Source: an optimization exercise on an open RTL-to-GDS flow (aim: small area, a short achievable clock period and few clock cycles). Production flows keep margins and buffers that such runs may drop.
Power is estimated from default activity; no workload was simulated.

==> module conversion, before the edit <==
module conversion(
	ready,postfix,
	clk,reset,load,infix
);
input clk, reset, load;
input [7:0] infix;
output ready;
output [7:0] postfix;
localparam QN = 29;           
reg       c_dig, c_opn, c_cls, c_hi, c_pa;
reg [3:0] nib;
wire [3:0] in_n = infix[3:0];
wire       ld   = load & ~reset;
always @(posedge clk) begin
	c_dig <= ld &  infix[4];
	c_opn <= ld & ~infix[4] & ~in_n[2] & ~in_n[1] & ~in_n[0];           
	c_cls <= ld & ~infix[4] & ~in_n[2] & ~in_n[1] &  in_n[0];           
	c_hi  <= ld & ~infix[4] &  in_n[1] & ~(in_n[0] ^ in_n[2]);          
	c_pa  <= ld & ~infix[4] & ~(in_n[2] & in_n[1]) & in_n[0];           
	nib   <= in_n;
end
wire iv   = c_dig | c_opn | c_hi | c_pa;
wire c_lo = c_pa & ~c_cls;
reg        lv, lo, hv, ho;
reg [3:0]  hp;                
reg        p;
reg [2:0]  sp;                
reg        snd, rdy, hd;
reg [3:0]  h;
reg [3:0]  q [1:QN+1];
wire [3:0] hi_n = {1'b1, ho, 1'b1, ho};
wire [3:0] lo_n = {1'b1, lo, ~lo, 1'b1};
wire       n1   = c_dig | (hv & (c_hi | c_pa)) | (lv & c_pa);    
wire       n2   = c_pa & hv & lv;                                
wire [3:0] wd0  = c_dig ? nib : (hv ? hi_n : lo_n);
wire [3:0] wd1  = lo_n;
wire [3:0] curv = {lv, lo, hv, ho};
wire [3:0] bus_e = c_opn ? curv : (p ? wd1 : wd0);
wire [3:0] bus_o = c_opn ? curv : (p ? wd0 : wd1);
reg  [3:0] top;
always @(*)
	case (sp)
	3'd1: top = q[29];
	3'd2: top = q[28];
	3'd3: top = q[27];
	3'd4: top = q[26];
	3'd5: top = q[25];
	default: top = q[24];
	endcase
reg [15:0] dh;                
reg [7:0]  ds;                
integer k;
always @(*) begin
	for (k = 0; k < 16; k = k + 1) dh[k] = (hp == k);
	for (k = 0; k < 8; k = k + 1)  ds[k] = (sp == k);
end
wire       more = (hp != 4'd0);             
wire       done = snd & ~more & ~hv & ~lv;
wire       inc  = n2 | (n1 & p);
wire [3:0] hp_p1 = hp + 4'd1;
wire [3:0] hp_m1 = hp - 4'd1;
always @(posedge clk)
	if (reset | done) begin
		hp <= 4'd0;
		p  <= 1'b0;
	end
	else if (snd) begin
		if (more) begin
			p <= ~p;
			if (!p) hp <= hp_m1;
		end
	end
	else begin
		p <= p ^ (n1 & ~n2);
		if (inc) hp <= hp_p1;
	end
always @(*) q[QN+1] = bus_o;
genvar i;
generate for (i = 1; i <= QN; i = i + 1) begin : g_q
	wire we;
	if (i % 2 == 0)
		assign we = (~p & dh[i/2]) | (p & dh[i/2-1]) |
		            ((QN - i < 8) ? (c_opn & ds[(QN - i) % 8]) : 1'b0);
	else
		assign we = dh[i/2] |
		            ((QN - i < 8) ? (c_opn & ds[(QN - i) % 8]) : 1'b0);
	always @(posedge clk)
		if (snd)      q[i] <= q[i+1];
		else if (we)  q[i] <= (i % 2 == 0) ? bus_e : bus_o;
end endgenerate
always @(posedge clk) begin
	if (reset) begin
		sp  <= 3'd0;
		lv  <= 1'b0;
		hv  <= 1'b0;
		snd <= 1'b0;
		rdy <= 1'b0;
	end
	else if (snd) begin
		if (more) begin
			h  <= q[1];
			hd <= ~(q[1][3] & (q[1][2] | q[1][1]));
		end
		else if (hv) begin
			h  <= hi_n;
			hd <= 1'b0;
			hv <= 1'b0;
		end
		else if (lv) begin
			h  <= lo_n;
			hd <= 1'b0;
			lv <= 1'b0;
		end
		else begin
			snd <= 1'b0;
			rdy <= 1'b0;
		end
	end
	else begin
		if (hp == 4'd0 && !p) begin    
			h  <= bus_e;
			hd <= c_dig;
		end
		if (c_opn) begin
			sp <= sp + 3'd1;
			lv <= 1'b0;
			hv <= 1'b0;
		end
		else if (c_cls) begin
			sp <= sp - 3'd1;
			{lv, lo, hv, ho} <= top;
		end
		else if (c_hi) begin
			hv <= 1'b1;
			ho <= nib[2];
		end
		else if (c_lo) begin
			lv <= 1'b1;
			lo <= nib[2];
			hv <= 1'b0;
		end
		if (iv && !load) begin
			snd <= 1'b1;
			rdy <= 1'b1;
		end
	end
end
assign ready   = rdy;
assign postfix = {3'b001, hd, h};
endmodule
Settings: LEC_CHECK=0, ABC_CLOCK_PERIOD_IN_PS=1900, CAP_MARGIN=20, CORE_MARGIN=2, CORE_UTILIZATION=40, SETUP_SLACK_MARGIN=2.6, SLEW_MARGIN=20; clock period 4.5 ns.
run.sh (not shown) runs the stock make flow with config.mk's settings and CLKGATE_MAP_FILE= SYNTH_SCRIPT=/design/flow/synth_recipe.tcl, a recipe that flattens the netlist after the stock synthesis.
Rerun with:
--- a/flow/design.v
+++ b/flow/design.v
@@ -34,4 +34,7 @@
 wire       n1   = c_dig | (hv & (c_hi | c_pa)) | (lv & c_pa);    
 wire       n2   = c_pa & hv & lv;                                
+wire       wa   = ~p & n1;                   
+wire       wb   =  p & n2;                   
+wire       wc   = (p & n1) | (~p & n2);      
 wire [3:0] wd0  = c_dig ? nib : (hv ? hi_n : lo_n);
 wire [3:0] wd1  = lo_n;
@@ -81,8 +84,8 @@
 	wire we;
 	if (i % 2 == 0)
-		assign we = (~p & dh[i/2]) | (p & dh[i/2-1]) |
+		assign we = (wa & dh[i/2]) | (wb & dh[i/2-1]) |
 		            ((QN - i < 8) ? (c_opn & ds[(QN - i) % 8]) : 1'b0);
 	else
-		assign we = dh[i/2] |
+		assign we = (wc & dh[i/2]) |
 		            ((QN - i < 8) ? (c_opn & ds[(QN - i) % 8]) : 1'b0);
 	always @(posedge clk)
@@ -119,7 +122,7 @@
 	end
 	else begin
-		if (hp == 4'd0 && !p) begin    
-			h  <= bus_e;
-			hd <= c_dig;
+		if (c_dig && hp == 4'd0 && !p) begin
+			h  <= nib;
+			hd <= 1'b1;
 		end
 		if (c_opn) begin
What happened:
- The changed run completed with no timing, DRC or antenna violations
- worst setup slack got worse by 0.031 ns
- clock power rose by about 19%
- via count rose by 4.8%
- design area rose by about 4.7%
- count of clock-buffer cells in the layout fell by 3
- routed wire length rose by about 3.7%
- total power rose by about 10%
- synthesized area rose by about 1.3%
- core utilization rose by 2.0 points
- sequential power hardly moves
- worst hold slack got worse by 0.0042 ns
- clock skew fell by 0.010 ns
- critical path depth rose by 1
No run of this note included a check of the RTL's function; only the layout flow was run.

[afterwards: timing with drivers on the ports]
How much do the figures lean on ideal ports? The routed layouts below were timed once more, with nothing changed but the port constraints. Step 1 sets driving cells, clkbuf_16 on the clock port and buf_2 on the other inputs (assumed; they add their load-dependent delay and slew). Step 2 adds t to the input delays and takes it off the output delays; t is the mean of the earliest and latest rising clock arrival at the registers after step 1. Input paths then give back, and output paths get back, about the clock's delay inside the block. Slacks: no drivers / after step 1 / after step 2; pairs: no drivers / after step 1.
run	t (ns)	setup slack, ns	worst setup path at the end
the first run	0.461	2.658 / 2.620 / 2.277	input to register
the second run	0.462	2.627 / 2.617 / 2.224	input to register
After both steps setup and hold are still met in every run listed. The setup slack of the second run, which loses most, moves by -0.010 ns with the drivers and by -0.403 ns with both steps.
